Background: an optimization exercise with open tools, aiming at small area. Do not read the settings as production practice.
The RTL was checked by simulation tests, not by an equivalence proof against the original design.
Power is estimated from default activity; no workload was simulated.

--- design/flow/run.sh ---
#!/bin/bash
# synth_recipe.tcl (not shown) runs the flow's synth.tcl, then flattens the netlist and writes it again
# the make line also repeats each setting of config.mk as NAME=value (left out here)
make -C /OpenROAD-flow-scripts/flow DESIGN_CONFIG=/design/flow/config.mk WORK_HOME=/design/flow/orfs CLKGATE_MAP_FILE= SYNTH_SCRIPT=/design/flow/synth_recipe.tcl finish
--- design/flow/config.mk ---
export PLATFORM = sky130hd
export DESIGN_NAME = vga_colorbar
export DESIGN_NICKNAME = vga_colorbar
export VERILOG_FILES = /design/flow/design.v
export SDC_FILE = /design/flow/constraint.sdc
export NUM_CORES = 4
export LEC_CHECK = 0
export CAP_MARGIN = 20
export CORE_MARGIN = 2
export CORE_UTILIZATION = 40
export PLACE_DENSITY = 0.6
export SLEW_MARGIN = 20
--- design/flow/constraint.sdc ---
create_clock -name core_clock -period 20.0 [get_ports {sys_clk}]
set_input_delay 4.0000 -clock core_clock [delete_from_list [all_inputs] [get_ports {sys_clk}]]
set_output_delay 4.0000 -clock core_clock [all_outputs]
set_load 0.01 [all_outputs]
--- design/flow/design.v ---
`timescale 1ns / 1ns
module pll(
    input wire sys_clk ,
    input wire sys_rst_n ,
    output wire vga_en
);
reg clk_25;
always @(posedge sys_clk or negedge sys_rst_n) begin
    if (!sys_rst_n) begin
        clk_25 <= 0;
    end else begin
        clk_25 <= ~clk_25;
    end
end
assign vga_en = ~clk_25;
endmodule
`timescale 1ns / 1ns
module vga_ctrl(
    input  wire        vga_clk,
    input  wire        vga_en,
    input  wire        sys_rst_n,
    output reg  [9:0]  h_counter,
    output reg  [9:0]  v_counter,
    output wire        hsync,
    output wire        vsync
);
wire h_end = (h_counter == 10'd810);
always @(posedge vga_clk or negedge sys_rst_n) begin
    if (!sys_rst_n) begin
        h_counter <= 10'd11;
    end else if (vga_en) begin
        if (h_end) h_counter <= 10'd11;
        else       h_counter <= h_counter + 1'd1;
    end
end
always @(posedge vga_clk or negedge sys_rst_n) begin
    if (!sys_rst_n) begin
        v_counter <= 10'd31;
    end else if (vga_en && h_end) begin
        if (v_counter == 10'd555) v_counter <= 10'd31;
        else                      v_counter <= v_counter + 1'd1;
    end
end
assign hsync = (h_counter < 10'd107);
assign vsync = (v_counter < 10'd33);
endmodule
`timescale 1ns / 1ns
module vga_pic(
    input  wire [9:0] h,
    input  wire [9:0] v,
    output wire       draw
);
    wire in_band = (v >= 10'd256) && (v < 10'd346);
    wire [6:0] yo = v[6:0];
    wire in_m = (h >= 10'd275) && (h < 10'd365);
    wire [4:0] t = h[4:0];
    wire side = (h >= 10'd320);
    reg band;
    always @(*) begin
        case ({side, t})
            6'd0: band = (yo >= 7'd0) && (yo <= 7'd7);
            6'd1: band = (yo >= 7'd0) && (yo <= 7'd9);
            6'd2: band = (yo >= 7'd0) && (yo <= 7'd12);
            6'd3: band = (yo >= 7'd1) && (yo <= 7'd15);
            6'd4: band = (yo >= 7'd4) && (yo <= 7'd18);
            6'd5: band = (yo >= 7'd7) && (yo <= 7'd21);
            6'd6: band = (yo >= 7'd9) && (yo <= 7'd23);
            6'd7: band = (yo >= 7'd12) && (yo <= 7'd26);
            6'd8: band = (yo >= 7'd15) && (yo <= 7'd29);
            6'd9: band = (yo >= 7'd18) && (yo <= 7'd32);
            6'd10: band = (yo >= 7'd21) && (yo <= 7'd35);
            6'd11: band = (yo >= 7'd23) && (yo <= 7'd37);
            6'd12: band = (yo >= 7'd26) && (yo <= 7'd40);
            6'd13: band = (yo >= 7'd29) && (yo <= 7'd43);
            6'd14: band = (yo >= 7'd32) && (yo <= 7'd46);
            6'd15: band = (yo >= 7'd35) && (yo <= 7'd49);
            6'd16: band = (yo >= 7'd38) && (yo <= 7'd52);
            6'd17: band = (yo >= 7'd40) && (yo <= 7'd54);
            6'd18: band = (yo >= 7'd43) && (yo <= 7'd57);
            6'd19: band = (yo >= 7'd46) && (yo <= 7'd60);
            6'd20: band = (yo >= 7'd49) && (yo <= 7'd63);
            6'd21: band = (yo >= 7'd52) && (yo <= 7'd66);
            6'd22: band = (yo >= 7'd54) && (yo <= 7'd68);
            6'd23: band = (yo >= 7'd57) && (yo <= 7'd71);
            6'd24: band = (yo >= 7'd60) && (yo <= 7'd74);
            6'd25: band = (yo >= 7'd63) && (yo <= 7'd77);
            6'd26: band = (yo >= 7'd66) && (yo <= 7'd80);
            6'd27: band = (yo >= 7'd68) && (yo <= 7'd82);
            6'd28: band = (yo >= 7'd71) && (yo <= 7'd85);
            6'd29: band = (yo >= 7'd74) && (yo <= 7'd88);
            6'd30: band = (yo >= 7'd77) && (yo <= 7'd89);
            6'd31: band = (yo >= 7'd80) && (yo <= 7'd89);
            6'd32: band = (yo >= 7'd83) && (yo <= 7'd89);
            6'd33: band = (yo >= 7'd81) && (yo <= 7'd89);
            6'd34: band = (yo >= 7'd78) && (yo <= 7'd89);
            6'd35: band = (yo >= 7'd75) && (yo <= 7'd89);
            6'd36: band = (yo >= 7'd72) && (yo <= 7'd86);
            6'd37: band = (yo >= 7'd69) && (yo <= 7'd83);
            6'd38: band = (yo >= 7'd67) && (yo <= 7'd81);
            6'd39: band = (yo >= 7'd64) && (yo <= 7'd78);
            6'd40: band = (yo >= 7'd61) && (yo <= 7'd75);
            6'd41: band = (yo >= 7'd58) && (yo <= 7'd72);
            6'd42: band = (yo >= 7'd55) && (yo <= 7'd69);
            6'd43: band = (yo >= 7'd53) && (yo <= 7'd67);
            6'd44: band = (yo >= 7'd50) && (yo <= 7'd64);
            6'd45: band = (yo >= 7'd47) && (yo <= 7'd61);
            6'd46: band = (yo >= 7'd44) && (yo <= 7'd58);
            6'd47: band = (yo >= 7'd41) && (yo <= 7'd55);
            6'd48: band = (yo >= 7'd38) && (yo <= 7'd52);
            6'd49: band = (yo >= 7'd36) && (yo <= 7'd50);
            6'd50: band = (yo >= 7'd33) && (yo <= 7'd47);
            6'd51: band = (yo >= 7'd30) && (yo <= 7'd44);
            6'd52: band = (yo >= 7'd27) && (yo <= 7'd41);
            6'd53: band = (yo >= 7'd24) && (yo <= 7'd38);
            6'd54: band = (yo >= 7'd22) && (yo <= 7'd36);
            6'd55: band = (yo >= 7'd19) && (yo <= 7'd33);
            6'd56: band = (yo >= 7'd16) && (yo <= 7'd30);
            6'd57: band = (yo >= 7'd13) && (yo <= 7'd27);
            6'd58: band = (yo >= 7'd10) && (yo <= 7'd24);
            6'd59: band = (yo >= 7'd8) && (yo <= 7'd22);
            6'd60: band = (yo >= 7'd5) && (yo <= 7'd19);
            6'd61: band = (yo >= 7'd2) && (yo <= 7'd16);
            6'd62: band = (yo >= 7'd0) && (yo <= 7'd13);
            6'd63: band = (yo >= 7'd0) && (yo <= 7'd10);
            default: band = 1'b0;
        endcase
    end
    wire draw_m = in_m && ((h < 10'd292) || (h >= 10'd348) || band);
    wire in_u = (h >= 10'd390) && (h < 10'd480);
    wire draw_u = in_u && ((h < 10'd405) || (h >= 10'd465) || (yo >= 7'd75));
    wire in_s = (h >= 10'd505) && (h < 10'd595);
    wire s_l = (h < 10'd520);
    wire s_r = (h >= 10'd581);
    wire draw_s = in_s && (
        ((yo < 7'd15) && !s_l) ||
        ((yo >= 7'd15) && (yo < 7'd38) && s_l) ||
        ((yo >= 7'd38) && (yo < 7'd45) && !s_r) ||
        ((yo >= 7'd45) && (yo < 7'd53) && !s_l) ||
        ((yo >= 7'd53) && (yo < 7'd76) && s_r) ||
        ((yo >= 7'd76) && !s_r));
    wire in_t = (h >= 10'd620) && (h < 10'd710);
    wire draw_t = in_t && ((yo < 7'd15) || ((h >= 10'd658) && (h < 10'd673)));
    assign draw = in_band && (draw_m || draw_u || draw_s || draw_t);
endmodule
`timescale 1ns / 1ns
module vga_colorbar(
input wire sys_clk ,
input wire sys_rst_n ,
output wire hsync ,
output wire vsync ,
output wire [15:0] rgb
);
 wire vga_en;
 wire [9:0] h;
 wire [9:0] v;
 wire draw;
 pll pll_inst (.sys_clk(sys_clk), .sys_rst_n(sys_rst_n), .vga_en(vga_en));
 vga_ctrl vga_ctrl_inst (
 .vga_clk(sys_clk), .vga_en(vga_en), .sys_rst_n(sys_rst_n),
 .h_counter(h), .v_counter(v), .hsync(hsync), .vsync(vsync));
 vga_pic vga_pic_inst (.h(h), .v(v), .draw(draw));
 assign rgb = {16{draw}};
endmodule
==> metrics.md <==
| Metric | Value |
|---|---|
| Outcome | `complete, no violations` |
| Sink Count | `21` |
| Std-Cell Rows | `34` |
| Number of global-route vias before repair | `4043` |
| Sequential share of power | `0.602` |
| Final setup margin | `11110 ps` |
| #FFs+latches synth | `21` |
| Final Hold Viols | `0` |
| First-pass GRT wire length | `22740 um` |
| Pint | `0.00005656 W` |
| NetSw | `approximately 0.000014 W` |
| Utilization after layout | `0.4208` |
| GPL Wtd Cong | `between 1 and 1.5` |
| Post-place setup slack | `11510 ps` |
| Mapped Cells | `544` |
| Bufs on Longest Clock Path | `2` |
| Cell Chain, Critical Path | `clkinv_1, nor3_2, a31oi_1, o32ai_1, o21ai_0, a22oi_1, o311ai_0, a21oi_1, clkdlybuf4s50_1` |
| Final net count | `515` |
| Startpoint Class | `register` |
| Fin crit share | `0.4445` |
| # IOs | `20` |
| Cell Count, Final, Fillers Out | `613` |
| Async SR Flop Fraction | `1.000` |
| Largest net degree at the start of global routing | `40` |
| DRT Pass-1 Iters | `5` |
| CTS tree | `done` |
| Post-Syn Nets | `553` |
| Routed len/inst | `23.89 um` |
| Slowest stage cell, crit path | `dfstp_2` |
| Cts bufs inserted | `3` |
| Die width | `99.47 um` |
| Top cell type's share of synthesized area | `0.08922` |
| Die height | `99.47 um` |
| Final WL | `14650 um` |
| Pwr/cell area | `19.16 mW/mm2` |
| Starting Density | `0.4160` |
| Global Route met2 Usage | `0.4397` |
| Post-synth top area cell | `dfrtp_1` |
| Yosys cell types | `75` |
| Die ar. | `0.009894 mm2` |
| Fin crit period | `about 8900 ps` |
| Ys Warns | `3` |
| Rel. slew slack | `0.2835` |
| Root buffer cell | `clkbuf_8` |
| # DRC | `0` |
| Number of synthesized flops with an enable pin | `0` |
| Dominant synthesized flop cell | `dfrtp_1` |
| Mapped Area | `~0.0036 mm2` |
| Area Overhead vs Synth | `1.133%` |
| Worst clock skew | `2.871 ps` |
| Vias post-DR | `4405` |
| Syn Area/Cell | `6.702 um2` |
| Synth area leaders | `dfrtp_1, a21oi_1, dfstp_2` |
| Worst Setup End Kind | `output port` |
| Fin area | `around 0.0037 mm2` |
| Setup TNS | `0 ps` |
| GRT met1 Usage | `0.4014` |
| # resized after CTS | `0` |
| IO buf count | `19` |
| Met3 track demand over resource | `0.04287` |
| Worst-path clk slew | `roughly 70 ps` |
| CP top delay family | `compound AO/OA/AOI/OAI gates` |
| Worst Tran Pin Value | `1061 ps` |
| Most frequent cells after synthesis | `nand2_1, nor2_1, a21oi_1, o21ai_0, clkbuf_1` |
| Cells after DPL | `just over 600` |
| VDD IR max | `0.04284 mV` |
| Worst-Skew Late Latency | `approximately 260 ps` |
| Sw frac | `0.1994` |
| Worst-path maximum fanout | `30` |
| Top Usage Layer GRT | `met2` |
| Vias/cell | `between 7 and 8` |
| Hold Crit Class | `register to register` |
| Critical path type | `register to output port` |
| GRT overflow | `0` |
| RSZ-0062 raised after global routing | `false` |
| HPWL Detailed | `10610 um` |
| Clock Power Share | `0.385` |
| Routed Antenna Nets | `0` |
| H-tree Lvls | `1` |
| Register area share after synthesis | `0.1469` |
| Total track usage | `0.2920` |
| Layout cells sized above 1 | `0.06733` |
| Power share of the combinational group | `0.013` |
| Fill cell count | `948` |
| Crit path largest cell delay | `910 ps` |
| P_leak | `1.170 nW` |
| Diode count | `0` |
| Post-CTS setup buffer count | `0` |
| Initial antenna violation count | `0` |
| Post-DP Area | `between 0.003 and 0.004 mm2` |
| Hold-fix buffers, CTS | `0` |
| Core ar. | `0.008763 mm2` |
| Max-slew violation count | `0` |
| Critical Path AT | `4890 ps` |
| Fmax | `0.1125 GHz` |
| MaxCap Viol Count | `0` |
| Req. time, crit path | `approximately 16000 ps` |
| Worst path bufs/invs | `2` |
| DRC marker count from the first detailed-route iteration | `771` |
| Final setup fails | `0` |
## power groups by stage
stage	Sequential, W	Combinational (W)	Clock, W
after global routing	0.0000425	0.00000114	0.0000303
after detailed placement	0.0000433	0.00000100	0
after CTS	0.0000425	0.00000100	0.0000285
final	0.0000425	0.000000924	0.0000272
after global placement	0.0000433	0.000000973	0
after floorplan	0.0000433	0.00000000104	0
## worst paths after layout
check	from	endpoint	slack (ps)	cells after the start
max	vga_ctrl_inst.v_counter[3]$_DFFE_PN1P_	rgb[9]	11110	9
min in group asynchronous	sys_rst_n	vga_ctrl_inst.v_counter[5]$_DFFE_PN0P_	4240	1
max in group asynchronous	sys_rst_n	vga_ctrl_inst.h_counter[9]$_DFFE_PN0N_	15210	1
min reg2reg	vga_ctrl_inst.v_counter[9]$_DFFE_PN0P_	vga_ctrl_inst.v_counter[9]$_DFFE_PN0P_	540	1
max reg2reg	vga_ctrl_inst.v_counter[3]$_DFFE_PN1P_	vga_ctrl_inst.v_counter[1]$_DFFE_PN1P_	16690	7
min	vga_ctrl_inst.v_counter[9]$_DFFE_PN0P_	vga_ctrl_inst.v_counter[9]$_DFFE_PN0P_	540	1
## cells in the final DEF, fill, tap and decap left out, types with 9 or more instances in the layout
| master | n |
|---|---|
| o21ai_0 | 42 |
| a21oi_1 | 42 |
| nor3_1 | 21 |
| nand3_1 | 21 |
| dfrtp_1 | 13 |
| nand2b_1 | 9 |
| a31oi_1 | 13 |
| nand4_1 | 9 |
| clkdlybuf4s50_1 | 19 |
| nor4_1 | 10 |
| xnor2_1 | 9 |
| inv_1 | 14 |
| nor2_1 | 51 |
| nand2_1 | 51 |
## through the flow
stage / hold slack (ps) / power [W]
floorplan: 486.5 / 0.00004329
CTS: 541.1 / 0.00007204
finish: 538.5 / 0.00007065
detailed placement: 523.3 / 0.00004429
global placement: 532.6 / 0.00004426
global route: 567.8 / 0.00007391
## registers in the layout (all words and copies together), names as in the netlist
register and flops:
pll_inst.clk_25 1, vga_ctrl_inst.h_counter 10, vga_ctrl_inst.v_counter 10
## layout make-up
cell class | instances | area, um2 | share of cell area
Clock buffer | 3 | 41.29 | 0.01120
Clock inverter | 1 | 5.005 | 0.001357
Inverter | 17 | 63.81 | 0.01731
Multi-Input combinational cell | 441 | 2694 | 0.7306
Sequential cell | 21 | 535.5 | 0.1452
Tap cell | 108 | 135.1 | 0.03665
Timing Repair Buffer | 22 | 212.7 | 0.05769
## worst register-to-register path, stage by stage, from the launching register on
cell	delay (ps)
dfstp_2	910
clkinv_1	440
nor3_2	720
nand2_1	190
nor4_2	510
or4b_2	300
nor2_1	50
a21oi_1	120
## metal layers
| metal | routed length (um) | part of all wire |
|---|---|---|
| met5 | 0 | 0 |
| met4 | 913 | 0.062 |
| met3 | 1561 | 0.11 |
| met2 | 6262 | 0.43 |
| met1 | 5910 | 0.40 |
## cells by family (layout without fill, tap and decap cells)
group	count (synthesis)	count (layout)	synth area share
muxes	3	3	0.008236
DFF	21	21	0.1469
xor gates and xnor gates	12	12	0.02883
buffers and inverters	82	43	0.1143
adders and majority gates	7	7	0.02402
and+or+nand+nor	230	230	0.3288
AOI/OAI and AO/OA	189	189	0.3490

## port drivers added, routing unchanged
No port has a modelled driver above. Below, the same layout with a new extraction and two added sets of constraints. Step 1 (the two cells are an assumption about what drives the block):
set clk [get_ports {sys_clk}]
set_driving_cell -lib_cell sky130_fd_sc_hd__clkbuf_16 $clk
set_driving_cell -lib_cell sky130_fd_sc_hd__buf_2 [delete_from_list [all_inputs] $clk]
Step 2 also shifts input and output timing later by t, the mid clock arrival at the registers, as if the neighbouring blocks saw the same clock. a / b / c = ideal / step 1 / step 2; a / b = the first two.
t (ns): 0.284
slack for setup (ns): 11.110 / 11.082 / 11.366
hold slack, ns: 0.539 / 0.539 / 0.539
worst slew at a driven data input, ns: 0.03
After both steps setup and hold are still met in this run. For this run, drivers alone change the setup slack by -0.028 ns; drivers and shift together by +0.256 ns.
